What follows belongs to an exercise in optimizing a design on an open flow for small area and a short achievable clock period; a production flow would make more cautious choices. In this exercise RTL edits were held to simulation tests only and were not proved equivalent to the original.

==> design/flow/flow/run.sh <==
#!/bin/bash
# Layout flow: the standard ORFS flow (standard.sh, unchanged synthesis), with
#  - port buffers made of plain buffers instead of the delay cells buffer_ports picks by default
set -euo pipefail
cd "$(dirname "$0")/.."
source flow/params.sh
export BUFFER_PORTS_ARGS
export SETUP_SLACK_MARGIN
bash standard.sh > standard.log 2>&1
==> design/flow/flow/params.sh <==
BUFFER_PORTS_ARGS="-buffer_cell sky130_fd_sc_hd__buf_2"
SETUP_SLACK_MARGIN=5.6
==> design/flow/standard.sh <==
#!/bin/bash
# synth_recipe.tcl (not shown) runs the flow's synth.tcl, then flattens the netlist and writes it again
# the make line also repeats each setting of config.mk as NAME=value (left out here)
make -C /OpenROAD-flow-scripts/flow DESIGN_CONFIG=/design/flow/config.mk WORK_HOME=/design/flow/orfs CLKGATE_MAP_FILE= SYNTH_SCRIPT=/design/flow/synth_recipe.tcl "${@:-finish}"
==> design/flow/config.mk <==
export PLATFORM = sky130hd
export DESIGN_NAME = mul_pipe_single
export DESIGN_NICKNAME = mul_pipe_single
export VERILOG_FILES = /design/flow/design.v
export SDC_FILE = /design/flow/constraint.sdc
export NUM_CORES = 4
export LEC_CHECK = 0
export CAP_MARGIN = 20
export CORE_MARGIN = 2
export CORE_UTILIZATION = 40
export SLEW_MARGIN = 20
==> design/flow/constraint.sdc <==
create_clock -name core_clock -period 10.0 [get_ports {clk}]
set_input_delay 2.0000 -clock core_clock [delete_from_list [all_inputs] [get_ports {clk}]]
set_output_delay 2.0000 -clock core_clock [all_outputs]
set_load 0.01 [all_outputs]
==> design/flow/design.v <==
`timescale 1ns/1ps
module mul_pipe_single #(
  parameter XLEN    = 32,
  parameter RD_BITS = 5,
  parameter TAG_W   = 4
) (
  input  wire                 clk,
  input  wire                 rst,
  input  wire                 EX_mul,
  input  wire [XLEN-1:0]      EX_mul_a,
  input  wire [XLEN-1:0]      EX_mul_b,
  input  wire [RD_BITS-1:0]   EX_mul_rd,
  input  wire [TAG_W-1:0]     EX_mul_tag,
  input  wire                 MEM_we,     
  input  wire                 MEM_jlx,    
  output wire                 mul_result_valid,
  output wire [XLEN-1:0]      mul_result,
  output wire [RD_BITS-1:0]   mul_rd,           
  output wire [TAG_W-1:0]     mul_result_tag,   
  output wire                 mul_busy,
  output wire [RD_BITS-1:0]   mul_busy_rd,
  output wire [TAG_W-1:0]     mul_busy_tag,
  output wire                 mul_wb_conflict_stall,
  output wire                 mul_issue_stall
);
  reg  [2:0]         cnt;
  reg  [31:0]        a;
  reg  [31:0]        pb;      
  reg  [3:0]         bo, bt, bn;   
  reg  [23:0]        acc;
  reg  [RD_BITS-1:0] rd;
  reg  [TAG_W-1:0]   tag;
  wire idle  = (cnt == 3'd0);
  wire valid = (cnt == 3'd5);
  assign mul_busy         = !idle;
  assign mul_result_valid = valid;
  assign mul_result       = valid ? pb  : 32'd0;
  assign mul_rd           = valid ? rd  : {RD_BITS{1'b0}};
  assign mul_result_tag   = valid ? tag : {TAG_W{1'b0}};
  assign mul_busy_rd      = mul_rd;
  assign mul_busy_tag     = mul_result_tag;
  assign mul_wb_conflict_stall = valid && (MEM_we || MEM_jlx);
  assign mul_issue_stall       = EX_mul && !idle;
  wire [8:0] nw = idle ? {EX_mul_b[7:0], 1'b0} : pb[15:7];
  wire [3:0] no, nt, nn;
  genvar gj;
  generate
    for (gj = 0; gj < 4; gj = gj + 1) begin : g_booth
      assign no[gj] = nw[2*gj] ^ nw[2*gj+1];
      assign nt[gj] = (nw[2*gj+2] & ~nw[2*gj+1] & ~nw[2*gj]) | (~nw[2*gj+2] & nw[2*gj+1] & nw[2*gj]);
      assign nn[gj] = nw[2*gj+2];
    end
  endgenerate
  wire [31:0] sa, sb, x;
  wire pp1;
  wire pp2;
  wire pp3;
  wire pp4;
  wire pp5;
  wire pp6;
  wire pp7;
  wire pp8;
  wire pp9;
  wire pp10;
  wire pp11;
  wire pp12;
  wire pp13;
  wire pp14;
  wire pp15;
  wire pp16;
  wire pp17;
  wire pp18;
  wire pp19;
  wire pp20;
  wire pp21;
  wire pp22;
  wire pp23;
  wire pp24;
  wire pp25;
  wire pp26;
  wire pp27;
  wire pp28;
  wire pp29;
  wire pp30;
  wire pp31;
  wire pp32;
  wire pp33;
  wire pp34;
  wire pp35;
  wire pp36;
  wire pp37;
  wire pp38;
  wire pp39;
  wire pp40;
  wire pp41;
  wire pp42;
  wire pp43;
  wire pp44;
  wire pp45;
  wire pp46;
  wire pp47;
  wire pp48;
  wire pp49;
  wire pp50;
  wire pp51;
  wire pp52;
  wire pp53;
  wire pp54;
  wire pp55;
  wire pp56;
  wire pp57;
  wire pp58;
  wire pp59;
  wire pp60;
  wire pp61;
  wire pp62;
  wire pp63;
  wire pp64;
  wire pp65;
  wire pp66;
  wire pp67;
  wire pp68;
  wire pp69;
  wire pp70;
  wire pp71;
  wire pp72;
  wire pp73;
  wire pp74;
  wire pp75;
  wire pp76;
  wire pp77;
  wire pp78;
  wire pp79;
  wire pp80;
  wire pp81;
  wire pp82;
  wire pp83;
  wire pp84;
  wire pp85;
  wire pp86;
  wire pp87;
  wire pp88;
  wire pp89;
  wire pp90;
  wire pp91;
  wire pp92;
  wire pp93;
  wire pp94;
  wire pp95;
  wire pp96;
  wire pp97;
  wire pp98;
  wire pp99;
  wire pp100;
  wire pp101;
  wire pp102;
  wire pp103;
  wire pp104;
  wire pp105;
  wire pp106;
  wire pp107;
  wire pp108;
  wire pp109;
  wire pp110;
  wire pp111;
  wire pp112;
  wire pp113;
  wire pp114;
  wire pp115;
  wire pp116;
  wire s117;
  wire c118;
  wire s119;
  wire c120;
  wire s121;
  wire c122;
  wire s123;
  wire c124;
  wire s125;
  wire c126;
  wire s127;
  wire c128;
  wire s129;
  wire c130;
  wire s131;
  wire c132;
  wire s133;
  wire c134;
  wire s135;
  wire c136;
  wire s137;
  wire c138;
  wire s139;
  wire c140;
  wire s141;
  wire c142;
  wire s143;
  wire c144;
  wire s145;
  wire c146;
  wire s147;
  wire c148;
  wire s149;
  wire c150;
  wire s151;
  wire c152;
  wire s153;
  wire c154;
  wire s155;
  wire c156;
  wire s157;
  wire c158;
  wire s159;
  wire c160;
  wire s161;
  wire c162;
  wire s163;
  wire c164;
  wire s165;
  wire c166;
  wire s167;
  wire c168;
  wire s169;
  wire c170;
  wire s171;
  wire c172;
  wire s173;
  wire c174;
  wire s175;
  wire c176;
  wire s177;
  wire c178;
  wire s179;
  wire c180;
  wire s181;
  wire c182;
  wire s183;
  wire c184;
  wire s185;
  wire c186;
  wire s187;
  wire c188;
  wire s189;
  wire c190;
  wire s191;
  wire c192;
  wire s193;
  wire c194;
  wire s195;
  wire c196;
  wire s197;
  wire c198;
  wire s199;
  wire c200;
  wire s201;
  wire c202;
  wire s203;
  wire c204;
  wire s205;
  wire c206;
  wire s207;
  wire c208;
  wire s209;
  wire c210;
  wire s211;
  wire c212;
  wire s213;
  wire c214;
  wire s215;
  wire c216;
  wire s217;
  wire c218;
  wire s219;
  wire c220;
  wire s221;
  wire c222;
  wire s223;
  wire c224;
  wire s225;
  wire c226;
  wire s227;
  wire c228;
  wire s229;
  wire c230;
  wire s231;
  wire c232;
  wire s233;
  wire c234;
  wire s235;
  wire c236;
  wire s237;
  wire c238;
  wire s239;
  wire c240;
  wire s241;
  wire c242;
  wire s243;
  wire c244;
  wire s245;
  wire c246;
  wire s247;
  wire c248;
  wire s249;
  wire c250;
  wire s251;
  wire c252;
  wire s253;
  wire c254;
  wire s255;
  wire c256;
  wire s257;
  wire c258;
  wire s259;
  wire c260;
  wire s261;
  wire c262;
  wire s263;
  wire c264;
  wire s265;
  wire c266;
  wire s267;
  wire c268;
  wire s269;
  wire c270;
  wire s271;
  wire c272;
  wire s273;
  wire c274;
  wire s275;
  wire c276;
  wire s277;
  wire c278;
  wire s279;
  wire c280;
  wire s281;
  wire c282;
  wire s283;
  wire c284;
  wire g285;
  wire p286;
  wire g287;
  wire p288;
  wire g289;
  wire p290;
  wire g291;
  wire p292;
  wire g293;
  wire p294;
  wire g295;
  wire p296;
  wire g297;
  wire p298;
  wire g299;
  wire p300;
  wire g301;
  wire p302;
  wire g303;
  wire p304;
  wire g305;
  wire p306;
  wire g307;
  wire p308;
  wire g309;
  wire p310;
  wire g311;
  wire p312;
  wire g313;
  wire p314;
  wire g315;
  wire p316;
  wire g317;
  wire p318;
  wire g319;
  wire p320;
  wire g321;
  wire p322;
  wire g323;
  wire p324;
  wire g325;
  wire p326;
  wire g327;
  wire p328;
  wire g329;
  wire p330;
  wire g331;
  wire p332;
  wire g333;
  wire p334;
  wire g335;
  wire p336;
  wire g337;
  wire p338;
  wire g339;
  wire p340;
  wire g341;
  wire p342;
  wire g343;
  wire p344;
  wire g345;
  wire p346;
  wire g347;
  wire p348;
  wire g349;
  wire g350;
  wire p351;
  wire g352;
  wire p353;
  wire g354;
  wire p355;
  wire g356;
  wire p357;
  wire g358;
  wire p359;
  wire g360;
  wire p361;
  wire g362;
  wire p363;
  wire g364;
  wire p365;
  wire g366;
  wire p367;
  wire g368;
  wire p369;
  wire g370;
  wire p371;
  wire g372;
  wire p373;
  wire g374;
  wire p375;
  wire g376;
  wire p377;
  wire g378;
  wire p379;
  wire g380;
  wire p381;
  wire g382;
  wire p383;
  wire g384;
  wire p385;
  wire g386;
  wire p387;
  wire g388;
  wire p389;
  wire g390;
  wire p391;
  wire g392;
  wire p393;
  wire g394;
  wire p395;
  wire g396;
  wire p397;
  wire g398;
  wire p399;
  wire g400;
  wire p401;
  wire g402;
  wire p403;
  wire g404;
  wire p405;
  wire g406;
  wire p407;
  wire g408;
  wire p409;
  wire g410;
  wire p411;
  wire g412;
  wire p413;
  wire g414;
  wire p415;
  wire g416;
  wire p417;
  wire g418;
  wire p419;
  wire g420;
  wire p421;
  wire g422;
  wire p423;
  wire g424;
  wire p425;
  wire g426;
  wire p427;
  wire g428;
  wire p429;
  wire g430;
  wire p431;
  wire g432;
  wire p433;
  wire g434;
  wire p435;
  wire g436;
  wire p437;
  wire g438;
  wire p439;
  wire g440;
  wire p441;
  wire g442;
  wire p443;
  wire g444;
  wire p445;
  wire g446;
  wire p447;
  wire g448;
  wire p449;
  wire g450;
  wire p451;
  wire g452;
  wire p453;
  wire g454;
  wire p455;
  wire g456;
  wire p457;
  wire g458;
  wire p459;
  wire g460;
  wire p461;
  wire g462;
  wire p463;
  wire g464;
  wire p465;
  wire g466;
  wire p467;
  wire g468;
  wire p469;
  wire g470;
  wire p471;
  wire g472;
  wire p473;
  wire g474;
  wire p475;
  wire g476;
  wire p477;
  wire g478;
  wire p479;
  wire g480;
  wire p481;
  wire g482;
  wire p483;
  wire g484;
  wire p485;
  wire g486;
  wire p487;
  wire g488;
  wire p489;
  wire g490;
  wire p491;
  wire g492;
  wire p493;
  wire g494;
  wire p495;
  wire g496;
  wire p497;
  wire g498;
  wire p499;
  wire g500;
  wire p501;
  wire g502;
  wire p503;
  wire g504;
  wire p505;
  wire g506;
  wire p507;
  wire g508;
  wire p509;
  assign pp1 = (bo[0] & a[0]) ^ bn[0];
  assign pp2 = ((bo[0] & a[1]) | (bt[0] & a[0])) ^ bn[0];
  assign pp3 = ((bo[0] & a[2]) | (bt[0] & a[1])) ^ bn[0];
  assign pp4 = ((bo[0] & a[3]) | (bt[0] & a[2])) ^ bn[0];
  assign pp5 = ((bo[0] & a[4]) | (bt[0] & a[3])) ^ bn[0];
  assign pp6 = ((bo[0] & a[5]) | (bt[0] & a[4])) ^ bn[0];
  assign pp7 = ((bo[0] & a[6]) | (bt[0] & a[5])) ^ bn[0];
  assign pp8 = ((bo[0] & a[7]) | (bt[0] & a[6])) ^ bn[0];
  assign pp9 = ((bo[0] & a[8]) | (bt[0] & a[7])) ^ bn[0];
  assign pp10 = ((bo[0] & a[9]) | (bt[0] & a[8])) ^ bn[0];
  assign pp11 = ((bo[0] & a[10]) | (bt[0] & a[9])) ^ bn[0];
  assign pp12 = ((bo[0] & a[11]) | (bt[0] & a[10])) ^ bn[0];
  assign pp13 = ((bo[0] & a[12]) | (bt[0] & a[11])) ^ bn[0];
  assign pp14 = ((bo[0] & a[13]) | (bt[0] & a[12])) ^ bn[0];
  assign pp15 = ((bo[0] & a[14]) | (bt[0] & a[13])) ^ bn[0];
  assign pp16 = ((bo[0] & a[15]) | (bt[0] & a[14])) ^ bn[0];
  assign pp17 = ((bo[0] & a[16]) | (bt[0] & a[15])) ^ bn[0];
  assign pp18 = ((bo[0] & a[17]) | (bt[0] & a[16])) ^ bn[0];
  assign pp19 = ((bo[0] & a[18]) | (bt[0] & a[17])) ^ bn[0];
  assign pp20 = ((bo[0] & a[19]) | (bt[0] & a[18])) ^ bn[0];
  assign pp21 = ((bo[0] & a[20]) | (bt[0] & a[19])) ^ bn[0];
  assign pp22 = ((bo[0] & a[21]) | (bt[0] & a[20])) ^ bn[0];
  assign pp23 = ((bo[0] & a[22]) | (bt[0] & a[21])) ^ bn[0];
  assign pp24 = ((bo[0] & a[23]) | (bt[0] & a[22])) ^ bn[0];
  assign pp25 = ((bo[0] & a[24]) | (bt[0] & a[23])) ^ bn[0];
  assign pp26 = ((bo[0] & a[25]) | (bt[0] & a[24])) ^ bn[0];
  assign pp27 = ((bo[0] & a[26]) | (bt[0] & a[25])) ^ bn[0];
  assign pp28 = ((bo[0] & a[27]) | (bt[0] & a[26])) ^ bn[0];
  assign pp29 = ((bo[0] & a[28]) | (bt[0] & a[27])) ^ bn[0];
  assign pp30 = ((bo[0] & a[29]) | (bt[0] & a[28])) ^ bn[0];
  assign pp31 = ((bo[0] & a[30]) | (bt[0] & a[29])) ^ bn[0];
  assign pp32 = ((bo[0] & a[31]) | (bt[0] & a[30])) ^ bn[0];
  assign pp33 = (bo[1] & a[0]) ^ bn[1];
  assign pp34 = ((bo[1] & a[1]) | (bt[1] & a[0])) ^ bn[1];
  assign pp35 = ((bo[1] & a[2]) | (bt[1] & a[1])) ^ bn[1];
  assign pp36 = ((bo[1] & a[3]) | (bt[1] & a[2])) ^ bn[1];
  assign pp37 = ((bo[1] & a[4]) | (bt[1] & a[3])) ^ bn[1];
  assign pp38 = ((bo[1] & a[5]) | (bt[1] & a[4])) ^ bn[1];
  assign pp39 = ((bo[1] & a[6]) | (bt[1] & a[5])) ^ bn[1];
  assign pp40 = ((bo[1] & a[7]) | (bt[1] & a[6])) ^ bn[1];
  assign pp41 = ((bo[1] & a[8]) | (bt[1] & a[7])) ^ bn[1];
  assign pp42 = ((bo[1] & a[9]) | (bt[1] & a[8])) ^ bn[1];
  assign pp43 = ((bo[1] & a[10]) | (bt[1] & a[9])) ^ bn[1];
  assign pp44 = ((bo[1] & a[11]) | (bt[1] & a[10])) ^ bn[1];
  assign pp45 = ((bo[1] & a[12]) | (bt[1] & a[11])) ^ bn[1];
  assign pp46 = ((bo[1] & a[13]) | (bt[1] & a[12])) ^ bn[1];
  assign pp47 = ((bo[1] & a[14]) | (bt[1] & a[13])) ^ bn[1];
  assign pp48 = ((bo[1] & a[15]) | (bt[1] & a[14])) ^ bn[1];
  assign pp49 = ((bo[1] & a[16]) | (bt[1] & a[15])) ^ bn[1];
  assign pp50 = ((bo[1] & a[17]) | (bt[1] & a[16])) ^ bn[1];
  assign pp51 = ((bo[1] & a[18]) | (bt[1] & a[17])) ^ bn[1];
  assign pp52 = ((bo[1] & a[19]) | (bt[1] & a[18])) ^ bn[1];
  assign pp53 = ((bo[1] & a[20]) | (bt[1] & a[19])) ^ bn[1];
  assign pp54 = ((bo[1] & a[21]) | (bt[1] & a[20])) ^ bn[1];
  assign pp55 = ((bo[1] & a[22]) | (bt[1] & a[21])) ^ bn[1];
  assign pp56 = ((bo[1] & a[23]) | (bt[1] & a[22])) ^ bn[1];
  assign pp57 = ((bo[1] & a[24]) | (bt[1] & a[23])) ^ bn[1];
  assign pp58 = ((bo[1] & a[25]) | (bt[1] & a[24])) ^ bn[1];
  assign pp59 = ((bo[1] & a[26]) | (bt[1] & a[25])) ^ bn[1];
  assign pp60 = ((bo[1] & a[27]) | (bt[1] & a[26])) ^ bn[1];
  assign pp61 = ((bo[1] & a[28]) | (bt[1] & a[27])) ^ bn[1];
  assign pp62 = ((bo[1] & a[29]) | (bt[1] & a[28])) ^ bn[1];
  assign pp63 = (bo[2] & a[0]) ^ bn[2];
  assign pp64 = ((bo[2] & a[1]) | (bt[2] & a[0])) ^ bn[2];
  assign pp65 = ((bo[2] & a[2]) | (bt[2] & a[1])) ^ bn[2];
  assign pp66 = ((bo[2] & a[3]) | (bt[2] & a[2])) ^ bn[2];
  assign pp67 = ((bo[2] & a[4]) | (bt[2] & a[3])) ^ bn[2];
  assign pp68 = ((bo[2] & a[5]) | (bt[2] & a[4])) ^ bn[2];
  assign pp69 = ((bo[2] & a[6]) | (bt[2] & a[5])) ^ bn[2];
  assign pp70 = ((bo[2] & a[7]) | (bt[2] & a[6])) ^ bn[2];
  assign pp71 = ((bo[2] & a[8]) | (bt[2] & a[7])) ^ bn[2];
  assign pp72 = ((bo[2] & a[9]) | (bt[2] & a[8])) ^ bn[2];
  assign pp73 = ((bo[2] & a[10]) | (bt[2] & a[9])) ^ bn[2];
  assign pp74 = ((bo[2] & a[11]) | (bt[2] & a[10])) ^ bn[2];
  assign pp75 = ((bo[2] & a[12]) | (bt[2] & a[11])) ^ bn[2];
  assign pp76 = ((bo[2] & a[13]) | (bt[2] & a[12])) ^ bn[2];
  assign pp77 = ((bo[2] & a[14]) | (bt[2] & a[13])) ^ bn[2];
  assign pp78 = ((bo[2] & a[15]) | (bt[2] & a[14])) ^ bn[2];
  assign pp79 = ((bo[2] & a[16]) | (bt[2] & a[15])) ^ bn[2];
  assign pp80 = ((bo[2] & a[17]) | (bt[2] & a[16])) ^ bn[2];
  assign pp81 = ((bo[2] & a[18]) | (bt[2] & a[17])) ^ bn[2];
  assign pp82 = ((bo[2] & a[19]) | (bt[2] & a[18])) ^ bn[2];
  assign pp83 = ((bo[2] & a[20]) | (bt[2] & a[19])) ^ bn[2];
  assign pp84 = ((bo[2] & a[21]) | (bt[2] & a[20])) ^ bn[2];
  assign pp85 = ((bo[2] & a[22]) | (bt[2] & a[21])) ^ bn[2];
  assign pp86 = ((bo[2] & a[23]) | (bt[2] & a[22])) ^ bn[2];
  assign pp87 = ((bo[2] & a[24]) | (bt[2] & a[23])) ^ bn[2];
  assign pp88 = ((bo[2] & a[25]) | (bt[2] & a[24])) ^ bn[2];
  assign pp89 = ((bo[2] & a[26]) | (bt[2] & a[25])) ^ bn[2];
  assign pp90 = ((bo[2] & a[27]) | (bt[2] & a[26])) ^ bn[2];
  assign pp91 = (bo[3] & a[0]) ^ bn[3];
  assign pp92 = ((bo[3] & a[1]) | (bt[3] & a[0])) ^ bn[3];
  assign pp93 = ((bo[3] & a[2]) | (bt[3] & a[1])) ^ bn[3];
  assign pp94 = ((bo[3] & a[3]) | (bt[3] & a[2])) ^ bn[3];
  assign pp95 = ((bo[3] & a[4]) | (bt[3] & a[3])) ^ bn[3];
  assign pp96 = ((bo[3] & a[5]) | (bt[3] & a[4])) ^ bn[3];
  assign pp97 = ((bo[3] & a[6]) | (bt[3] & a[5])) ^ bn[3];
  assign pp98 = ((bo[3] & a[7]) | (bt[3] & a[6])) ^ bn[3];
  assign pp99 = ((bo[3] & a[8]) | (bt[3] & a[7])) ^ bn[3];
  assign pp100 = ((bo[3] & a[9]) | (bt[3] & a[8])) ^ bn[3];
  assign pp101 = ((bo[3] & a[10]) | (bt[3] & a[9])) ^ bn[3];
  assign pp102 = ((bo[3] & a[11]) | (bt[3] & a[10])) ^ bn[3];
  assign pp103 = ((bo[3] & a[12]) | (bt[3] & a[11])) ^ bn[3];
  assign pp104 = ((bo[3] & a[13]) | (bt[3] & a[12])) ^ bn[3];
  assign pp105 = ((bo[3] & a[14]) | (bt[3] & a[13])) ^ bn[3];
  assign pp106 = ((bo[3] & a[15]) | (bt[3] & a[14])) ^ bn[3];
  assign pp107 = ((bo[3] & a[16]) | (bt[3] & a[15])) ^ bn[3];
  assign pp108 = ((bo[3] & a[17]) | (bt[3] & a[16])) ^ bn[3];
  assign pp109 = ((bo[3] & a[18]) | (bt[3] & a[17])) ^ bn[3];
  assign pp110 = ((bo[3] & a[19]) | (bt[3] & a[18])) ^ bn[3];
  assign pp111 = ((bo[3] & a[20]) | (bt[3] & a[19])) ^ bn[3];
  assign pp112 = ((bo[3] & a[21]) | (bt[3] & a[20])) ^ bn[3];
  assign pp113 = ((bo[3] & a[22]) | (bt[3] & a[21])) ^ bn[3];
  assign pp114 = ((bo[3] & a[23]) | (bt[3] & a[22])) ^ bn[3];
  assign pp115 = ((bo[3] & a[24]) | (bt[3] & a[23])) ^ bn[3];
  assign pp116 = ((bo[3] & a[25]) | (bt[3] & a[24])) ^ bn[3];
  assign s117 = acc[4] ^ pp5 ^ pp35;
  assign c118 = (acc[4] & pp5) | (acc[4] & pp35) | (pp5 & pp35);
  assign s119 = acc[5] ^ pp6 ^ pp36;
  assign c120 = (acc[5] & pp6) | (acc[5] & pp36) | (pp6 & pp36);
  assign s121 = acc[6] ^ pp7 ^ pp37;
  assign c122 = (acc[6] & pp7) | (acc[6] & pp37) | (pp7 & pp37);
  assign s123 = pp65 ^ pp91 ^ bn[3];
  assign c124 = (pp65 & pp91) | (pp65 & bn[3]) | (pp91 & bn[3]);
  assign s125 = acc[7] ^ pp8 ^ pp38;
  assign c126 = (acc[7] & pp8) | (acc[7] & pp38) | (pp8 & pp38);
  assign s127 = pp66 ^ pp92 ^ s125;
  assign c128 = (pp66 & pp92) | (pp66 & s125) | (pp92 & s125);
  assign s129 = acc[8] ^ pp9 ^ pp39;
  assign c130 = (acc[8] & pp9) | (acc[8] & pp39) | (pp9 & pp39);
  assign s131 = pp67 ^ pp93 ^ s129;
  assign c132 = (pp67 & pp93) | (pp67 & s129) | (pp93 & s129);
  assign s133 = acc[9] ^ pp10 ^ pp40;
  assign c134 = (acc[9] & pp10) | (acc[9] & pp40) | (pp10 & pp40);
  assign s135 = pp68 ^ pp94 ^ s133;
  assign c136 = (pp68 & pp94) | (pp68 & s133) | (pp94 & s133);
  assign s137 = acc[10] ^ pp11 ^ pp41;
  assign c138 = (acc[10] & pp11) | (acc[10] & pp41) | (pp11 & pp41);
  assign s139 = pp69 ^ pp95 ^ s137;
  assign c140 = (pp69 & pp95) | (pp69 & s137) | (pp95 & s137);
  assign s141 = acc[11] ^ pp12 ^ pp42;
  assign c142 = (acc[11] & pp12) | (acc[11] & pp42) | (pp12 & pp42);
  assign s143 = pp70 ^ pp96 ^ s141;
  assign c144 = (pp70 & pp96) | (pp70 & s141) | (pp96 & s141);
  assign s145 = acc[12] ^ pp13 ^ pp43;
  assign c146 = (acc[12] & pp13) | (acc[12] & pp43) | (pp13 & pp43);
  assign s147 = pp71 ^ pp97 ^ s145;
  assign c148 = (pp71 & pp97) | (pp71 & s145) | (pp97 & s145);
  assign s149 = acc[13] ^ pp14 ^ pp44;
  assign c150 = (acc[13] & pp14) | (acc[13] & pp44) | (pp14 & pp44);
  assign s151 = pp72 ^ pp98 ^ s149;
  assign c152 = (pp72 & pp98) | (pp72 & s149) | (pp98 & s149);
  assign s153 = acc[14] ^ pp15 ^ pp45;
  assign c154 = (acc[14] & pp15) | (acc[14] & pp45) | (pp15 & pp45);
  assign s155 = pp73 ^ pp99 ^ s153;
  assign c156 = (pp73 & pp99) | (pp73 & s153) | (pp99 & s153);
  assign s157 = acc[15] ^ pp16 ^ pp46;
  assign c158 = (acc[15] & pp16) | (acc[15] & pp46) | (pp16 & pp46);
  assign s159 = pp74 ^ pp100 ^ s157;
  assign c160 = (pp74 & pp100) | (pp74 & s157) | (pp100 & s157);
  assign s161 = acc[16] ^ pp17 ^ pp47;
  assign c162 = (acc[16] & pp17) | (acc[16] & pp47) | (pp17 & pp47);
  assign s163 = pp75 ^ pp101 ^ s161;
  assign c164 = (pp75 & pp101) | (pp75 & s161) | (pp101 & s161);
  assign s165 = acc[17] ^ pp18 ^ pp48;
  assign c166 = (acc[17] & pp18) | (acc[17] & pp48) | (pp18 & pp48);
  assign s167 = pp76 ^ pp102 ^ s165;
  assign c168 = (pp76 & pp102) | (pp76 & s165) | (pp102 & s165);
  assign s169 = acc[18] ^ pp19 ^ pp49;
  assign c170 = (acc[18] & pp19) | (acc[18] & pp49) | (pp19 & pp49);
  assign s171 = pp77 ^ pp103 ^ s169;
  assign c172 = (pp77 & pp103) | (pp77 & s169) | (pp103 & s169);
  assign s173 = acc[19] ^ pp20 ^ pp50;
  assign c174 = (acc[19] & pp20) | (acc[19] & pp50) | (pp20 & pp50);
  assign s175 = pp78 ^ pp104 ^ s173;
  assign c176 = (pp78 & pp104) | (pp78 & s173) | (pp104 & s173);
  assign s177 = acc[20] ^ pp21 ^ pp51;
  assign c178 = (acc[20] & pp21) | (acc[20] & pp51) | (pp21 & pp51);
  assign s179 = pp79 ^ pp105 ^ s177;
  assign c180 = (pp79 & pp105) | (pp79 & s177) | (pp105 & s177);
  assign s181 = acc[21] ^ pp22 ^ pp52;
  assign c182 = (acc[21] & pp22) | (acc[21] & pp52) | (pp22 & pp52);
  assign s183 = pp80 ^ pp106 ^ s181;
  assign c184 = (pp80 & pp106) | (pp80 & s181) | (pp106 & s181);
  assign s185 = acc[22] ^ pp23 ^ pp53;
  assign c186 = (acc[22] & pp23) | (acc[22] & pp53) | (pp23 & pp53);
  assign s187 = pp81 ^ pp107 ^ s185;
  assign c188 = (pp81 & pp107) | (pp81 & s185) | (pp107 & s185);
  assign s189 = acc[23] ^ pp24 ^ pp54;
  assign c190 = (acc[23] & pp24) | (acc[23] & pp54) | (pp24 & pp54);
  assign s191 = pp82 ^ pp108 ^ s189;
  assign c192 = (pp82 & pp108) | (pp82 & s189) | (pp108 & s189);
  assign s193 = pp25 ^ pp55 ^ pp83;
  assign c194 = (pp25 & pp55) | (pp25 & pp83) | (pp55 & pp83);
  assign s195 = pp26 ^ pp56 ^ pp84;
  assign c196 = (pp26 & pp56) | (pp26 & pp84) | (pp56 & pp84);
  assign s197 = pp27 ^ pp57 ^ pp85;
  assign c198 = (pp27 & pp57) | (pp27 & pp85) | (pp57 & pp85);
  assign s199 = pp28 ^ pp58 ^ pp86;
  assign c200 = (pp28 & pp58) | (pp28 & pp86) | (pp58 & pp86);
  assign s201 = pp29 ^ pp59 ^ pp87;
  assign c202 = (pp29 & pp59) | (pp29 & pp87) | (pp59 & pp87);
  assign s203 = pp30 ^ pp60 ^ pp88;
  assign c204 = (pp30 & pp60) | (pp30 & pp88) | (pp60 & pp88);
  assign s205 = pp31 ^ pp61 ^ pp89;
  assign c206 = (pp31 & pp61) | (pp31 & pp89) | (pp61 & pp89);
  assign s207 = pp32 ^ pp62 ^ pp90;
  assign c208 = (pp32 & pp62) | (pp32 & pp90) | (pp62 & pp90);
  assign s209 = acc[2] ^ pp3 ^ pp33;
  assign c210 = (acc[2] & pp3) | (acc[2] & pp33) | (pp3 & pp33);
  assign s211 = acc[3] ^ pp4 ^ pp34;
  assign c212 = (acc[3] & pp4) | (acc[3] & pp34) | (pp4 & pp34);
  assign s213 = pp63 ^ bn[2] ^ s117;
  assign c214 = (pp63 & bn[2]) | (pp63 & s117) | (bn[2] & s117);
  assign s215 = pp64 ^ s119 ^ c118;
  assign c216 = (pp64 & s119) | (pp64 & c118) | (s119 & c118);
  assign s217 = s121 ^ s123 ^ c120;
  assign c218 = (s121 & s123) | (s121 & c120) | (s123 & c120);
  assign s219 = s127 ^ c122 ^ c124;
  assign c220 = (s127 & c122) | (s127 & c124) | (c122 & c124);
  assign s221 = s131 ^ c126 ^ c128;
  assign c222 = (s131 & c126) | (s131 & c128) | (c126 & c128);
  assign s223 = s135 ^ c130 ^ c132;
  assign c224 = (s135 & c130) | (s135 & c132) | (c130 & c132);
  assign s225 = s139 ^ c134 ^ c136;
  assign c226 = (s139 & c134) | (s139 & c136) | (c134 & c136);
  assign s227 = s143 ^ c138 ^ c140;
  assign c228 = (s143 & c138) | (s143 & c140) | (c138 & c140);
  assign s229 = s147 ^ c142 ^ c144;
  assign c230 = (s147 & c142) | (s147 & c144) | (c142 & c144);
  assign s231 = s151 ^ c146 ^ c148;
  assign c232 = (s151 & c146) | (s151 & c148) | (c146 & c148);
  assign s233 = s155 ^ c150 ^ c152;
  assign c234 = (s155 & c150) | (s155 & c152) | (c150 & c152);
  assign s235 = s159 ^ c154 ^ c156;
  assign c236 = (s159 & c154) | (s159 & c156) | (c154 & c156);
  assign s237 = s163 ^ c158 ^ c160;
  assign c238 = (s163 & c158) | (s163 & c160) | (c158 & c160);
  assign s239 = s167 ^ c162 ^ c164;
  assign c240 = (s167 & c162) | (s167 & c164) | (c162 & c164);
  assign s241 = s171 ^ c166 ^ c168;
  assign c242 = (s171 & c166) | (s171 & c168) | (c166 & c168);
  assign s243 = s175 ^ c170 ^ c172;
  assign c244 = (s175 & c170) | (s175 & c172) | (c170 & c172);
  assign s245 = s179 ^ c174 ^ c176;
  assign c246 = (s179 & c174) | (s179 & c176) | (c174 & c176);
  assign s247 = s183 ^ c178 ^ c180;
  assign c248 = (s183 & c178) | (s183 & c180) | (c178 & c180);
  assign s249 = s187 ^ c182 ^ c184;
  assign c250 = (s187 & c182) | (s187 & c184) | (c182 & c184);
  assign s251 = s191 ^ c186 ^ c188;
  assign c252 = (s191 & c186) | (s191 & c188) | (c186 & c188);
  assign s253 = pp109 ^ s193 ^ c190;
  assign c254 = (pp109 & s193) | (pp109 & c190) | (s193 & c190);
  assign s255 = pp110 ^ s195 ^ c194;
  assign c256 = (pp110 & s195) | (pp110 & c194) | (s195 & c194);
  assign s257 = pp111 ^ s197 ^ c196;
  assign c258 = (pp111 & s197) | (pp111 & c196) | (s197 & c196);
  assign s259 = pp112 ^ s199 ^ c198;
  assign c260 = (pp112 & s199) | (pp112 & c198) | (s199 & c198);
  assign s261 = pp113 ^ s201 ^ c200;
  assign c262 = (pp113 & s201) | (pp113 & c200) | (s201 & c200);
  assign s263 = pp114 ^ s203 ^ c202;
  assign c264 = (pp114 & s203) | (pp114 & c202) | (s203 & c202);
  assign s265 = pp115 ^ s205 ^ c204;
  assign c266 = (pp115 & s205) | (pp115 & c204) | (s205 & c204);
  assign s267 = pp116 ^ s207 ^ c206;
  assign c268 = (pp116 & s207) | (pp116 & c206) | (s207 & c206);
  assign s269 = c192 ^ s253 ^ c252;
  assign c270 = (c192 & s253) | (c192 & c252) | (s253 & c252);
  assign s271 = s255 ^ c254;
  assign c272 = s255 & c254;
  assign s273 = s257 ^ c256;
  assign c274 = s257 & c256;
  assign s275 = s259 ^ c258;
  assign c276 = s259 & c258;
  assign s277 = s261 ^ c260;
  assign c278 = s261 & c260;
  assign s279 = s263 ^ c262;
  assign c280 = s263 & c262;
  assign s281 = s265 ^ c264;
  assign c282 = s265 & c264;
  assign s283 = s267 ^ c266;
  assign c284 = s267 & c266;
  assign sa = {s283, s281, s279, s277, s275, s273, s271, s269, s251, s249, s247, s245, s243, s241, s239, s237, s235, s233, s231, s229, s227, s225, s223, s221, s219, s217, s215, s213, s211, bn[1], acc[1], acc[0]};
  assign sb = {c282, c280, c278, c276, c274, c272, c270, 1'b0, c250, c248, c246, c244, c242, c240, c238, c236, c234, c232, c230, c228, c226, c224, c222, c220, c218, c216, c214, c212, c210, s209, pp2, pp1};
  assign g285 = (sa[0] & sb[0]);
  assign p286 = (sa[0] ^ sb[0]);
  assign g287 = (sa[1] & sb[1]);
  assign p288 = (sa[1] ^ sb[1]);
  assign g289 = (sa[2] & sb[2]);
  assign p290 = (sa[2] ^ sb[2]);
  assign g291 = (sa[3] & sb[3]);
  assign p292 = (sa[3] ^ sb[3]);
  assign g293 = (sa[4] & sb[4]);
  assign p294 = (sa[4] ^ sb[4]);
  assign g295 = (sa[5] & sb[5]);
  assign p296 = (sa[5] ^ sb[5]);
  assign g297 = (sa[6] & sb[6]);
  assign p298 = (sa[6] ^ sb[6]);
  assign g299 = (sa[7] & sb[7]);
  assign p300 = (sa[7] ^ sb[7]);
  assign g301 = (sa[8] & sb[8]);
  assign p302 = (sa[8] ^ sb[8]);
  assign g303 = (sa[9] & sb[9]);
  assign p304 = (sa[9] ^ sb[9]);
  assign g305 = (sa[10] & sb[10]);
  assign p306 = (sa[10] ^ sb[10]);
  assign g307 = (sa[11] & sb[11]);
  assign p308 = (sa[11] ^ sb[11]);
  assign g309 = (sa[12] & sb[12]);
  assign p310 = (sa[12] ^ sb[12]);
  assign g311 = (sa[13] & sb[13]);
  assign p312 = (sa[13] ^ sb[13]);
  assign g313 = (sa[14] & sb[14]);
  assign p314 = (sa[14] ^ sb[14]);
  assign g315 = (sa[15] & sb[15]);
  assign p316 = (sa[15] ^ sb[15]);
  assign g317 = (sa[16] & sb[16]);
  assign p318 = (sa[16] ^ sb[16]);
  assign g319 = (sa[17] & sb[17]);
  assign p320 = (sa[17] ^ sb[17]);
  assign g321 = (sa[18] & sb[18]);
  assign p322 = (sa[18] ^ sb[18]);
  assign g323 = (sa[19] & sb[19]);
  assign p324 = (sa[19] ^ sb[19]);
  assign g325 = (sa[20] & sb[20]);
  assign p326 = (sa[20] ^ sb[20]);
  assign g327 = (sa[21] & sb[21]);
  assign p328 = (sa[21] ^ sb[21]);
  assign g329 = (sa[22] & sb[22]);
  assign p330 = (sa[22] ^ sb[22]);
  assign g331 = (sa[23] & sb[23]);
  assign p332 = (sa[23] ^ sb[23]);
  assign g333 = (sa[24] & sb[24]);
  assign p334 = (sa[24] ^ sb[24]);
  assign g335 = (sa[25] & sb[25]);
  assign p336 = (sa[25] ^ sb[25]);
  assign g337 = (sa[26] & sb[26]);
  assign p338 = (sa[26] ^ sb[26]);
  assign g339 = (sa[27] & sb[27]);
  assign p340 = (sa[27] ^ sb[27]);
  assign g341 = (sa[28] & sb[28]);
  assign p342 = (sa[28] ^ sb[28]);
  assign g343 = (sa[29] & sb[29]);
  assign p344 = (sa[29] ^ sb[29]);
  assign g345 = (sa[30] & sb[30]);
  assign p346 = (sa[30] ^ sb[30]);
  assign g347 = (sa[31] & sb[31]);
  assign p348 = (sa[31] ^ sb[31]);
  assign g349 = g285 | (p286 & bn[0]);
  assign g350 = g287 | (p288 & g349);
  assign p351 = p288 & p286;
  assign g352 = g291 | (p292 & g289);
  assign p353 = p292 & p290;
  assign g354 = g295 | (p296 & g293);
  assign p355 = p296 & p294;
  assign g356 = g299 | (p300 & g297);
  assign p357 = p300 & p298;
  assign g358 = g303 | (p304 & g301);
  assign p359 = p304 & p302;
  assign g360 = g307 | (p308 & g305);
  assign p361 = p308 & p306;
  assign g362 = g311 | (p312 & g309);
  assign p363 = p312 & p310;
  assign g364 = g315 | (p316 & g313);
  assign p365 = p316 & p314;
  assign g366 = g319 | (p320 & g317);
  assign p367 = p320 & p318;
  assign g368 = g323 | (p324 & g321);
  assign p369 = p324 & p322;
  assign g370 = g327 | (p328 & g325);
  assign p371 = p328 & p326;
  assign g372 = g331 | (p332 & g329);
  assign p373 = p332 & p330;
  assign g374 = g335 | (p336 & g333);
  assign p375 = p336 & p334;
  assign g376 = g339 | (p340 & g337);
  assign p377 = p340 & p338;
  assign g378 = g343 | (p344 & g341);
  assign p379 = p344 & p342;
  assign g380 = g347 | (p348 & g345);
  assign p381 = p348 & p346;
  assign g382 = g289 | (p290 & g350);
  assign p383 = p290 & p351;
  assign g384 = g352 | (p353 & g350);
  assign p385 = p353 & p351;
  assign g386 = g297 | (p298 & g354);
  assign p387 = p298 & p355;
  assign g388 = g356 | (p357 & g354);
  assign p389 = p357 & p355;
  assign g390 = g305 | (p306 & g358);
  assign p391 = p306 & p359;
  assign g392 = g360 | (p361 & g358);
  assign p393 = p361 & p359;
  assign g394 = g313 | (p314 & g362);
  assign p395 = p314 & p363;
  assign g396 = g364 | (p365 & g362);
  assign p397 = p365 & p363;
  assign g398 = g321 | (p322 & g366);
  assign p399 = p322 & p367;
  assign g400 = g368 | (p369 & g366);
  assign p401 = p369 & p367;
  assign g402 = g329 | (p330 & g370);
  assign p403 = p330 & p371;
  assign g404 = g372 | (p373 & g370);
  assign p405 = p373 & p371;
  assign g406 = g337 | (p338 & g374);
  assign p407 = p338 & p375;
  assign g408 = g376 | (p377 & g374);
  assign p409 = p377 & p375;
  assign g410 = g345 | (p346 & g378);
  assign p411 = p346 & p379;
  assign g412 = g380 | (p381 & g378);
  assign p413 = p381 & p379;
  assign g414 = g293 | (p294 & g384);
  assign p415 = p294 & p385;
  assign g416 = g354 | (p355 & g384);
  assign p417 = p355 & p385;
  assign g418 = g386 | (p387 & g384);
  assign p419 = p387 & p385;
  assign g420 = g388 | (p389 & g384);
  assign p421 = p389 & p385;
  assign g422 = g309 | (p310 & g392);
  assign p423 = p310 & p393;
  assign g424 = g362 | (p363 & g392);
  assign p425 = p363 & p393;
  assign g426 = g394 | (p395 & g392);
  assign p427 = p395 & p393;
  assign g428 = g396 | (p397 & g392);
  assign p429 = p397 & p393;
  assign g430 = g325 | (p326 & g400);
  assign p431 = p326 & p401;
  assign g432 = g370 | (p371 & g400);
  assign p433 = p371 & p401;
  assign g434 = g402 | (p403 & g400);
  assign p435 = p403 & p401;
  assign g436 = g404 | (p405 & g400);
  assign p437 = p405 & p401;
  assign g438 = g341 | (p342 & g408);
  assign p439 = p342 & p409;
  assign g440 = g378 | (p379 & g408);
  assign p441 = p379 & p409;
  assign g442 = g410 | (p411 & g408);
  assign p443 = p411 & p409;
  assign g444 = g412 | (p413 & g408);
  assign p445 = p413 & p409;
  assign g446 = g301 | (p302 & g420);
  assign p447 = p302 & p421;
  assign g448 = g358 | (p359 & g420);
  assign p449 = p359 & p421;
  assign g450 = g390 | (p391 & g420);
  assign p451 = p391 & p421;
  assign g452 = g392 | (p393 & g420);
  assign p453 = p393 & p421;
  assign g454 = g422 | (p423 & g420);
  assign p455 = p423 & p421;
  assign g456 = g424 | (p425 & g420);
  assign p457 = p425 & p421;
  assign g458 = g426 | (p427 & g420);
  assign p459 = p427 & p421;
  assign g460 = g428 | (p429 & g420);
  assign p461 = p429 & p421;
  assign g462 = g333 | (p334 & g436);
  assign p463 = p334 & p437;
  assign g464 = g374 | (p375 & g436);
  assign p465 = p375 & p437;
  assign g466 = g406 | (p407 & g436);
  assign p467 = p407 & p437;
  assign g468 = g408 | (p409 & g436);
  assign p469 = p409 & p437;
  assign g470 = g438 | (p439 & g436);
  assign p471 = p439 & p437;
  assign g472 = g440 | (p441 & g436);
  assign p473 = p441 & p437;
  assign g474 = g442 | (p443 & g436);
  assign p475 = p443 & p437;
  assign g476 = g444 | (p445 & g436);
  assign p477 = p445 & p437;
  assign g478 = g317 | (p318 & g460);
  assign p479 = p318 & p461;
  assign g480 = g366 | (p367 & g460);
  assign p481 = p367 & p461;
  assign g482 = g398 | (p399 & g460);
  assign p483 = p399 & p461;
  assign g484 = g400 | (p401 & g460);
  assign p485 = p401 & p461;
  assign g486 = g430 | (p431 & g460);
  assign p487 = p431 & p461;
  assign g488 = g432 | (p433 & g460);
  assign p489 = p433 & p461;
  assign g490 = g434 | (p435 & g460);
  assign p491 = p435 & p461;
  assign g492 = g436 | (p437 & g460);
  assign p493 = p437 & p461;
  assign g494 = g462 | (p463 & g460);
  assign p495 = p463 & p461;
  assign g496 = g464 | (p465 & g460);
  assign p497 = p465 & p461;
  assign g498 = g466 | (p467 & g460);
  assign p499 = p467 & p461;
  assign g500 = g468 | (p469 & g460);
  assign p501 = p469 & p461;
  assign g502 = g470 | (p471 & g460);
  assign p503 = p471 & p461;
  assign g504 = g472 | (p473 & g460);
  assign p505 = p473 & p461;
  assign g506 = g474 | (p475 & g460);
  assign p507 = p475 & p461;
  assign g508 = g476 | (p477 & g460);
  assign p509 = p477 & p461;
  assign x[0] = p286 ^ bn[0];
  assign x[1] = p288 ^ g349;
  assign x[2] = p290 ^ g350;
  assign x[3] = p292 ^ g382;
  assign x[4] = p294 ^ g384;
  assign x[5] = p296 ^ g414;
  assign x[6] = p298 ^ g416;
  assign x[7] = p300 ^ g418;
  assign x[8] = p302 ^ g420;
  assign x[9] = p304 ^ g446;
  assign x[10] = p306 ^ g448;
  assign x[11] = p308 ^ g450;
  assign x[12] = p310 ^ g452;
  assign x[13] = p312 ^ g454;
  assign x[14] = p314 ^ g456;
  assign x[15] = p316 ^ g458;
  assign x[16] = p318 ^ g460;
  assign x[17] = p320 ^ g478;
  assign x[18] = p322 ^ g480;
  assign x[19] = p324 ^ g482;
  assign x[20] = p326 ^ g484;
  assign x[21] = p328 ^ g486;
  assign x[22] = p330 ^ g488;
  assign x[23] = p332 ^ g490;
  assign x[24] = p334 ^ g492;
  assign x[25] = p336 ^ g494;
  assign x[26] = p338 ^ g496;
  assign x[27] = p340 ^ g498;
  assign x[28] = p342 ^ g500;
  assign x[29] = p344 ^ g502;
  assign x[30] = p346 ^ g504;
  assign x[31] = p348 ^ g506;
  always @(posedge clk) begin
    if (rst) cnt <= 3'd0;
    else if (idle) cnt <= EX_mul ? 3'd1 : 3'd0;
    else if (valid) cnt <= 3'd0;
    else cnt <= cnt + 3'd1;
    bo <= no;
    bt <= nt;
    bn <= nn;
    if (idle) begin
      a     <= EX_mul_a;
      pb    <= EX_mul_b;
      rd    <= EX_mul_rd;
      tag   <= EX_mul_tag;
      acc   <= 24'd0;
    end else begin
      pb    <= {x[7:0], pb[31:8]};
      acc   <= x[31:8];
    end
  end
endmodule
==> out/results.txt, run 1 <==
placed cell area - 9680 sq um
hold endpoint - pb[17]
total CTS buffers - 9
drc violations - 0
CTS tree - built
std cell rows - 54
register bit total from synthesis - 108
fin area - 11000 sq um
Tot GR Track Use - 20.9%
Hold Crit Depth - 2
final core utilization - 50.6%
Register Area - 2590 sq um
maxcap violations - 0
Worst setup EP type - flip-flop
ANT cells - 0
layout cell share with drive strength beyond 1 - 28.5%
r2r endpoint - acc[16]
Tightest Hold Check Type - flip-flop to flip-flop
Mapped Nets - 1131
vias after detailed routing - 7166
floorplan die width - 153 microns
synth top area cells - fa_1 (18%), dfxtp_1 (15%), edfxtp_1 (14%), a22oi_1 (9.5%), xnor2_1 (7.8%)
period utilisation layout - 45.8%
hold slack - 0.435 ns
# clock sinks - 108
Avg Cell Area, Syn - 9.49 sq um
Worst Max-Slew Pin Slew - 0.716 ns
distinct cell type count after synthesis - 48
first-pass GRT wire length - 38800 microns
DP HPWL - 16100 microns
Mapped Cells - 938
register area share after synthesis - 28.9%
FF-to-FF Start - a[12]
area grow syn2layout - 24.0%
Critical Path RT - 10.23 ns
Final setup viols - 0
Netlist Area Pre-Place - 8900 sq um
hold path start - pb[25]
status - finished clean
area occupied by multi-input gates - 5970 sq um
clock tree buffer depth - 2
skew final - 0.0121 ns
routed len/inst - 18.4 microns
final count of hold timing violations - 0
crit path launch - a[12]
num ports - 132
initial antenna violation count - 0
Initial Utilization - 40.8%
CTS clock-pin slew for the worst setup and hold paths - 0.08 ns
depth of the most critical reg-to-reg path - 20
FF-to-FF setup slack - 5.42 ns
Nets - 1258
die height - 153 microns
leading area contributor after synthesis - fa_1
achievable frequency - 0.218 GHz
die area - 23500 sq um
# port buffers - 131
drt initial violations - 575
post-route insts no fill - 1350
H-tree levels - 3
critical path class - flip-flop to flip-flop
DR WL met3 - 1450 microns
worst-path fanout max - 6
core region area - 21800 sq um
crit start category - flip-flop
Vias/cell - 5.31
met1 WL - 10800 microns
placed cell count - 1273
Detail Route Antenna Nets - 0
DRT Wirelength - 24800 microns
number of global-route vias before repair - 7103
Min Clock Period, post-route - 4.58 ns
Pins Over Slew Limit - 0
met2 WL - 11800 microns
DRT Pass-1 Iters - 5
Clock Latency Late Sink - 0.37 ns
setup TNS - 0 ns
Placer Congestion - 0.826
largest net degree at the start of global routing - 54
Top Layer Used - met4
crit path DAT - 4.81 ns
Syn. warnings - 1
total grt overflow - 0
unrepaired setup endpoints after global routing - yes
share of the synthesized area in the top cell type - 17.6%
clk root buf - clkbuf_16
Worst slew margin - 52.3%
FILL cells - 2036
[routing by layer]
layer  vias to the layer above  track usage (%)
met5                         -                0
met4                         0             7.01
met3                        48             3.54
met2                       294             34.6
met1                      3463             27.8
li1                       3361                -
[cells in the final DEF, fill, tap and decap left out, types with 8 or more instances in the layout]
cell	n
buf_2	130
a22oi_1	100
inv_1	95
nand2_1	74
fa_1	73
xnor2_1	72
xor2_1	67
dfxtp_1	60
buf_4	59
and3_1	43
edfxtp_1	41
nor2_1	38
ha_1	22
a21oi_1	16
a22oi_2	13
ha_4	13
clkbuf_16	11
nor3_1	9
a21oi_2	8
[how the worst max path moves through the flow]
stage / cells past startpoint / end
2_1_floorplan: 18 / acc[8]
3_3_place_gp: 18 / acc[9]
3_5_place_dp: 17 / acc[8]
4_1_cts: 16 / acc[8]
5_1_grt: 18 / acc[23]
6_report: 20 / acc[16]
[sequential cells by signal (all words and copies together), names as in the netlist]
| name | cells |
|---|---|
| rd | 5 |
| acc | 24 |
| cnt | 3 |
| bo | 4 |
| a | 32 |
| tag | 4 |
| pb | 32 |
| bt | 4 |
[worst max-delay path: stages, from the launching register on]
cell and delay, ns:
edfxtp_1 0.50, buf_4 0.18, a22oi_2 0.19, xnor2_2 0.17, fa_1 0.46, fa_1 0.50, inv_2 0.04, fa_2 0.53
inv_2 0.05, ha_4 0.29, nand4_1 0.15, buf_4 0.19, nor4_4 0.15, o211ai_2 0.16, nand3_4 0.15, buf_4 0.13
buf_6 0.11, a21bo_4 0.14, a21oi_2 0.07, xnor2_2 0.21, nor2_1 0.07
[area by class of cell]
type,instances,share of cell area (%)
inverters,104,3.58
repair buffers,206,12.8
clock inverters,6,0.635
multi-input cells,636,54.1
well taps,280,3.18
flip-flops and latches,108,23.5
clock buffers,10,2.27
[kinds of logic after synthesis]
family          share of synthesized area (%)
mux                                     0.802
buf+inv                                  8.76
flops                                    28.9
compound gates                           14.2
xor+xnor                                 14.4
fa+ha+maj                                22.8
simple gates                             10.2
[cell usage after synthesis, drive strengths merged]
library cell / n
nor4b: 1
or3: 1
xnor2: 79
o21ai: 7
o31ai: 1
nand2b: 6
fa: 78
nor3: 9
nand4: 1
edfxtp: 41
a211oi: 1
a21oi: 25
o211ai: 3
nor2: 38
clkbuf: 59
ha: 37
a31oi: 4
nand3: 8
a221o: 2
xor2: 67
and3: 44
and2: 2
a311oi: 1
o22ai: 1
mux2i: 6
o21bai: 5
nor2b: 2
a2111o: 1
or2: 1
nor4: 1
inv: 104
nand3b: 1
nor3b: 1
o21a: 4
a41oi: 1
a21bo: 1
mux2: 1
nand2: 76
a22oi: 113
buf: 31
dfxtp: 67
a21o: 6
[repair_timing]
action / in CTS / in global routing
gates cloned: 3 / 1
gates resized for setup: 70 / 26
pin swaps: 48 / 25
setup endpoints to repair: 15 / 17
buffers inserted: 49 / 8
hold buffers: 0 / 0
[through the flow]
| stage | setup slack, ns |
|---|---|
| CTS | 5.46 |
| global route | 5.27 |
| global placement | 5.25 |
| detailed placement | 5.15 |
| finish | 5.42 |
| floorplan | 5.60 |
==> run 2: changes to the inputs <==
==> design/flow/flow/run.sh (replaced) <==
#!/bin/bash
# Layout flow: the standard ORFS flow (standard.sh, unchanged synthesis), with
#  - after synthesis, flow/polarity.py flips full-adder cells (FA(~a,~b,~c) = ~FA(a,b,c))
#    so that fewer inverters are needed around them; registers are untouched
#  - port buffers made of plain buffers instead of the delay cells buffer_ports picks
set -euo pipefail
cd "$(dirname "$0")/.."
source flow/params.sh
export BUFFER_PORTS_ARGS
export SETUP_SLACK_MARGIN
R=orfs/results/sky130hd/mul_pipe_single/base
bash standard.sh synth > synth.log 2>&1
if [[ "${POLARITY:-1}" == 1 ]]; then
  cp $R/1_2_yosys.v $R/1_2_yosys.std.v
  python3 flow/polarity.py $R/1_2_yosys.std.v $R/1_2_yosys.v > polarity.log 2>&1
  rm -f $R/1_synth.odb
fi
bash standard.sh > standard.log 2>&1
==> design/flow/flow/params.sh (replaced) <==
BUFFER_PORTS_ARGS="-buffer_cell sky130_fd_sc_hd__buf_1"
SETUP_SLACK_MARGIN=5.6
POLARITY=1
==> design/flow/flow/polarity.py (new file) <==
#!/usr/bin/env python3
"""Remove inverters around full adders in a flat gate-level netlist.

A full adder is self-dual: FA(~a, ~b, ~c) = (~cout, ~sum). So a full-adder cell can be
"flipped" (fed the complements of its inputs, its outputs then carry the complements of
their old values) without changing the circuit's function. This script chooses which
full adders to flip so that as few inverters as possible are needed, then rewrites the
netlist: inverters that only feed cell pins are removed and re-created where needed.
Registers, ports and all other cells are untouched.

usage: polarity.py IN.v OUT.v
"""
import re
import sys
from collections import defaultdict

INV = re.compile(r'sky130_fd_sc_hd__(clk)?inv_\d+$')
FA = re.compile(r'sky130_fd_sc_hd__fa_\d+$')
OUTPINS = {'X', 'Y', 'Q', 'Q_N', 'SUM', 'COUT', 'HI', 'LO'}

src = open(sys.argv[1]).read()
m = re.search(r'\bmodule\b.*?;', src, re.S)
endm = src.rindex('endmodule')
body = src[m.end():endm]

# statements of the module body
stmts = [s for s in re.split(r';', body)]
cells = []    # dict(type, name, pins: [(pin, net)], idx)
other = []    # (idx, text)
ports = set()
for i, s in enumerate(stmts):
    t = s.strip()
    if not t:
        continue
    cm = re.match(r'(sky130_fd_sc_hd__\w+)\s+(\S+)\s*\((.*)\)\s*$', t, re.S)
    if cm:
        pins = [(p, n.strip()) for p, n in re.findall(r'\.(\w+)\(([^()]*)\)', cm.group(3))]
        cells.append({'type': cm.group(1), 'name': cm.group(2), 'pins': pins})
        continue
    pm = re.match(r'(input|output|inout)\s+(\[[^\]]*\]\s*)?(\S+)', t)
    if pm:
        ports.add(pm.group(3))
    other.append(t)

def base_name(net):
    return re.sub(r'\s*\[\d+\]$', '', net.strip())

driver = {}
loads = defaultdict(list)   # net -> [(cell index, pin index)]
for ci, c in enumerate(cells):
    for pi, (p, n) in enumerate(c['pins']):
        if p in OUTPINS:
            driver[n] = ci
        else:
            loads[n].append((ci, pi))
# nets read by assign statements or ports count as fixed loads
assign_rhs = set()
for t in other:
    am = re.match(r'assign\s+(.*?)\s*=\s*(.*)$', t, re.S)
    if am:
        for tok in re.findall(r'\\\S+|[A-Za-z_][\w$]*(?:\s*\[\d+\])?', am.group(2)):
            assign_rhs.add(tok.strip())

def is_port_net(n):
    return base_name(n) in ports

# removable inverters: output feeds only cell input pins, is no port, no assign source
removable = set()
for ci, c in enumerate(cells):
    if INV.match(c['type']):
        y = dict(c['pins'])['Y']
        if not is_port_net(y) and y not in assign_rhs and y in loads:
            removable.add(ci)

def resolve(net):
    """logical source of a net: (base net, polarity) through removable inverters"""
    pol = 0
    seen = 0
    while net in driver and driver[net] in removable and seen < 100:
        net = dict(cells[driver[net]]['pins'])['A']
        pol ^= 1
        seen += 1
    return net, pol

fas = [ci for ci, c in enumerate(cells) if FA.match(c['type'])]
flip = defaultdict(int)

# load requirements: list of (cell index, pin index, base, pol)
reqs = []
for ci, c in enumerate(cells):
    if ci in removable:
        continue
    for pi, (p, n) in enumerate(c['pins']):
        if p in OUTPINS:
            continue
        b, pol = resolve(n)
        reqs.append((ci, pi, b, pol))
by_base = defaultdict(list)
by_cell = defaultdict(list)
for r in reqs:
    by_base[r[2]].append(r)
    by_cell[r[0]].append(r)

def phys(b):
    d = driver.get(b)
    return flip[d] if d is not None and FA.match(cells[d]['type']) else 0

def need(r):
    ci, pi, b, pol = r
    want = pol ^ (flip[ci] if FA.match(cells[ci]['type']) else 0)
    return want ^ phys(b)

def base_cost(b):
    return 1 if any(need(r) for r in by_base[b]) else 0

def fa_bases(ci):
    bs = {r[2] for r in by_cell[ci]}
    for p, n in cells[ci]['pins']:
        if p in OUTPINS:
            bs.add(n)
    return bs

total0 = sum(base_cost(b) for b in by_base)
improved = True
passes = 0
while improved and passes < 50:
    improved = False
    passes += 1
    for ci in fas:
        bs = fa_bases(ci)
        before = sum(base_cost(b) for b in bs)
        flip[ci] ^= 1
        after = sum(base_cost(b) for b in bs)
        if after < before:
            improved = True
        else:
            flip[ci] ^= 1
total1 = sum(base_cost(b) for b in by_base)

# rewrite
def esc(n):
    return n + ' ' if n.startswith('\\') else n

comp = {}
newcells = []
k = 0
for b in by_base:
    if base_cost(b):
        k += 1
        nn = f'polinv_n{k}'
        comp[b] = nn
        newcells.append(f'  sky130_fd_sc_hd__inv_1 polinv_{k} (\n    .A({esc(b)}),\n    .Y({nn})\n  );')
for r in reqs:
    ci, pi, b, pol = r
    p, _ = cells[ci]['pins'][pi]
    cells[ci]['pins'][pi] = (p, comp[b] if need(r) else b)

out = [src[:m.end()], '\n']
for t in other:
    out.append('  ' + t + ' ;\n')
for nn in comp.values():
    out.append(f'  wire {nn};\n')
for ci, c in enumerate(cells):
    if ci in removable:
        continue
    pins = ',\n'.join(f'    .{p}({esc(n)})' for p, n in c['pins'])
    out.append(f'  {c["type"]} {c["name"]} (\n{pins}\n  );\n')
out.append('\n'.join(newcells) + '\n')
out.append(src[endm:])
open(sys.argv[2], 'w').write(''.join(out))
print(f'polarity: {len(fas)} full adders, {sum(flip[c] for c in fas)} flipped, '
      f'inverters {len(removable)} removable -> {len(comp)} needed '
      f'(cost before {total0}, after {total1})', file=sys.stderr)
==> out/results.txt, run 2 <==
die height - 152 microns (was 153 microns)
critical path depth - 16 (was 20)
Avg Cell Area, Syn - 9.68 sq um (was 9.49 sq um)
Initial Utilization - 40.5% (was 40.8%)
depth of the most critical reg-to-reg path - 16 (was 20)
crit start category - flip-flop (unchanged)
Mapped Cells - 907 (was 938)
Syn. warnings - 1 (unchanged)
Clock Latency Late Sink - 0.38 ns (was 0.37 ns)
status - finished clean (unchanged)
setup TNS - 0 ns (unchanged)
Tightest Hold Check Type - flip-flop to flip-flop (unchanged)
Top delay family on crit path - adder cells (unchanged)
FILL cells - 2046 (was 2036)
CP most frequent cell - fa_1 (was buf_4)
cell at the slowest stage of the critical path - fa_1 (was fa_2)
commonest cells after routing, fill and taps aside - buf_1 (129), a22oi_1 (102), fa_1 (77) (was buf_2 (130), a22oi_1 (100), inv_1 (95))
num ports - 132 (unchanged)
std cell rows - 54 (unchanged)
die area - 23200 sq um (was 23500 sq um)
Nets - 1223 (was 1258)
Detail Route Antenna Nets - 0 (unchanged)
achievable frequency - 0.215 GHz (was 0.218 GHz)
Vias/cell - 5.26 (was 5.31)
critical path class - flip-flop to flip-flop (unchanged)
Register Area - 2590 sq um (about the same)
placed cell area - 9380 sq um (was 9680 sq um)
CP peak stage delay - 0.51 ns (was 0.53 ns)
WP buf/inv - 2 (was 6)
first-pass GRT wire length - 37300 microns (was 38800 microns)
Min Clock Period, post-route - 4.65 ns (was 4.58 ns)
global route hottest layer - met2 (unchanged)
largest net degree at the start of global routing - 51 (was 54)
GR Util met1 - 27.8% (about the same)
Worst setup EP type - flip-flop (unchanged)
Worst slew margin - 48.6% (was 52.3%)
drt initial violations - 467 (was 575)
total CTS buffers - 9 (unchanged)
Placer Congestion - 0.821 (was 0.826)
hold_buf cts - 0 (unchanged)
initial antenna violation count - 0 (unchanged)
total grt overflow - 0 (unchanged)
area grow syn2layout - 20.5% (was 24.0%)
core region area - 21700 sq um (was 21800 sq um)
drc violations - 0 (unchanged)
DRT Wirelength - 24000 microns (was 24800 microns)
Netlist Area Pre-Place - 8780 sq um (was 8900 sq um)
met2 usage - 33.2% (was 34.6%)
fin area - 10600 sq um (was 11000 sq um)
CTS clock-pin slew for the worst setup and hold paths - 0.08 ns (about the same)
Pins Over Slew Limit - 0 (unchanged)
met3 usage - 4.07% (was 3.54%)
# port buffers - 131 (unchanged)
Hold Crit Depth - 2 (unchanged)
Mapped Nets - 1100 (was 1131)
clock tree buffer depth - 2 (unchanged)
Worst Max-Slew Pin Slew - 0.770 ns (was 0.716 ns)
critical path cell sequence - a22oi_2 > xnor2_1 > fa_1 > inv_1 > fa_1 > inv_2 > fa_1 > ha_2 > a2111o_1 > o211ai_1 > a31oi_4 > or2_1 > a21o_1 > a21oi_2 > fa_1 > nor2_1 (was buf_4 > a22oi_2 > xnor2_2 > fa_1 > fa_1 > inv_2 > fa_2 > inv_2 > ha_4 > nand4_1 > buf_4 > nor4_4 > o211ai_2 > nand3_4 > buf_4 > buf_6 > a21bo_4 > a21oi_2 > xnor2_2 > nor2_1)
worst-path fanout max - 3 (was 6)
routed len/inst - 18.3 microns (was 18.4 microns)
Critical Path RT - 10.31 ns (was 10.23 ns)
largest registers - a x32, pb x32, acc x24 (unchanged)
floorplan die width - 152 microns (was 153 microns)
clk root buf - clkbuf_16 (unchanged)
crit path DAT - 4.96 ns (was 4.81 ns)
CTS tree - built (unchanged)
ANT cells - 0 (unchanged)
# clock sinks - 108 (unchanged)
skew final - 0.00789 ns (was 0.0121 ns)
area occupied by multi-input gates - 5880 sq um (was 5970 sq um)
H-tree levels - 3 (unchanged)
Tot GR Track Use - 20.2% (was 20.9%)
most common cell after layout, fill and taps aside - buf_1 (was buf_2)
final count of hold timing violations - 0 (unchanged)
vias after detailed routing - 6923 (was 7166)
period utilisation layout - 46.5% (was 45.8%)
DRT Pass-1 Iters - 5 (unchanged)
layout cell share with drive strength beyond 1 - 15.2% (was 28.5%)
unrepaired setup endpoints after global routing - yes (unchanged)
DP HPWL - 15800 microns (was 16100 microns)
Final setup viols - 0 (unchanged)
number of global-route vias before repair - 6814 (was 7103)
maxcap violations - 0 (unchanged)
run 2: final timing paths:
path / from / to / slack, ns
setup reg to reg: a[5] / acc[8] / 5.35
hold / removal: pb[27] / pb[19] / 0.44
setup / recovery: a[5] / acc[8] / 5.35
hold reg to reg: pb[27] / pb[19] / 0.44
run 2: final cells by class:
| class | count | share of cell area [%] |
|---|---|---|
| repair buffers | 202 | 11.1 |
| inverters | 73 | 2.64 |
| multi-input cells | 636 | 55.6 |
| clock inverters | 7 | 0.781 |
| flip-flops and latches | 108 | 24.4 |
| well taps | 280 | 3.31 |
| clock buffers | 9 | 2.13 |
run 2: timing repair:
item,CTS,global route
cloned,2,1
pin swaps,35,32
resized for setup,40,38
setup buffers,39,15
setup endpoints to repair,20,20
run 2: tightest hold or removal path: cells and delay by family (launching register included):
family / cells / cell delay (ns)
DFF: 1 / 0.31
and+or+nand+nor: 2 / 0.09
run 2: routing by layer:
metal	wire length, microns	part of all wire [%]
met3	1210	5.0
met5	0	0
met4	378	1.6
met2	11500	48
met1	11000	46
run 2: per-stage QoR:
step	std cells	util (%)	worst slack, ns	hold slack, ns
after global placement	1242	43.2	5.09	0.424
after global routing	1315	48.8	5.21	0.453
after floorplan	907	-	5.53	0.414
final	1315	48.8	5.35	0.439
after CTS	1299	47.1	5.50	0.440
after detailed placement	1242	43.2	5.01	0.428

port drivers added, routing unchanged:
No port has a modelled driver above. Below, the same layouts with a new extraction and two added sets of constraints. Step 1 sets driving cells, clkbuf_16 on the clock port and buf_2 on the other inputs (assumed; they add their load-dependent delay and slew). Step 2, shift: input delay + t, output delay - t, t = (earliest + latest rising clock arrival at the registers) / 2. This alone moves slack from input paths to output paths. Three values: ideal, step 1, step 2; two values: the first two.
run | shift t [ns] | setup WS [ns] | worst hold slack (ns) | clock arrival spread, ns | slew at the worst register clock pin (ns)
run 1 | 0.409 | 5.417 / 5.417 / 5.417 | 0.435 / 0.435 / 0.435 | 0.012 / 0.012 | 0.09 / 0.09
run 2 | 0.412 | 5.351 / 5.351 / 5.351 | 0.439 / 0.439 / 0.439 | 0.008 / 0.008 | 0.08 / 0.08
After both steps setup and hold are still met in every run listed.
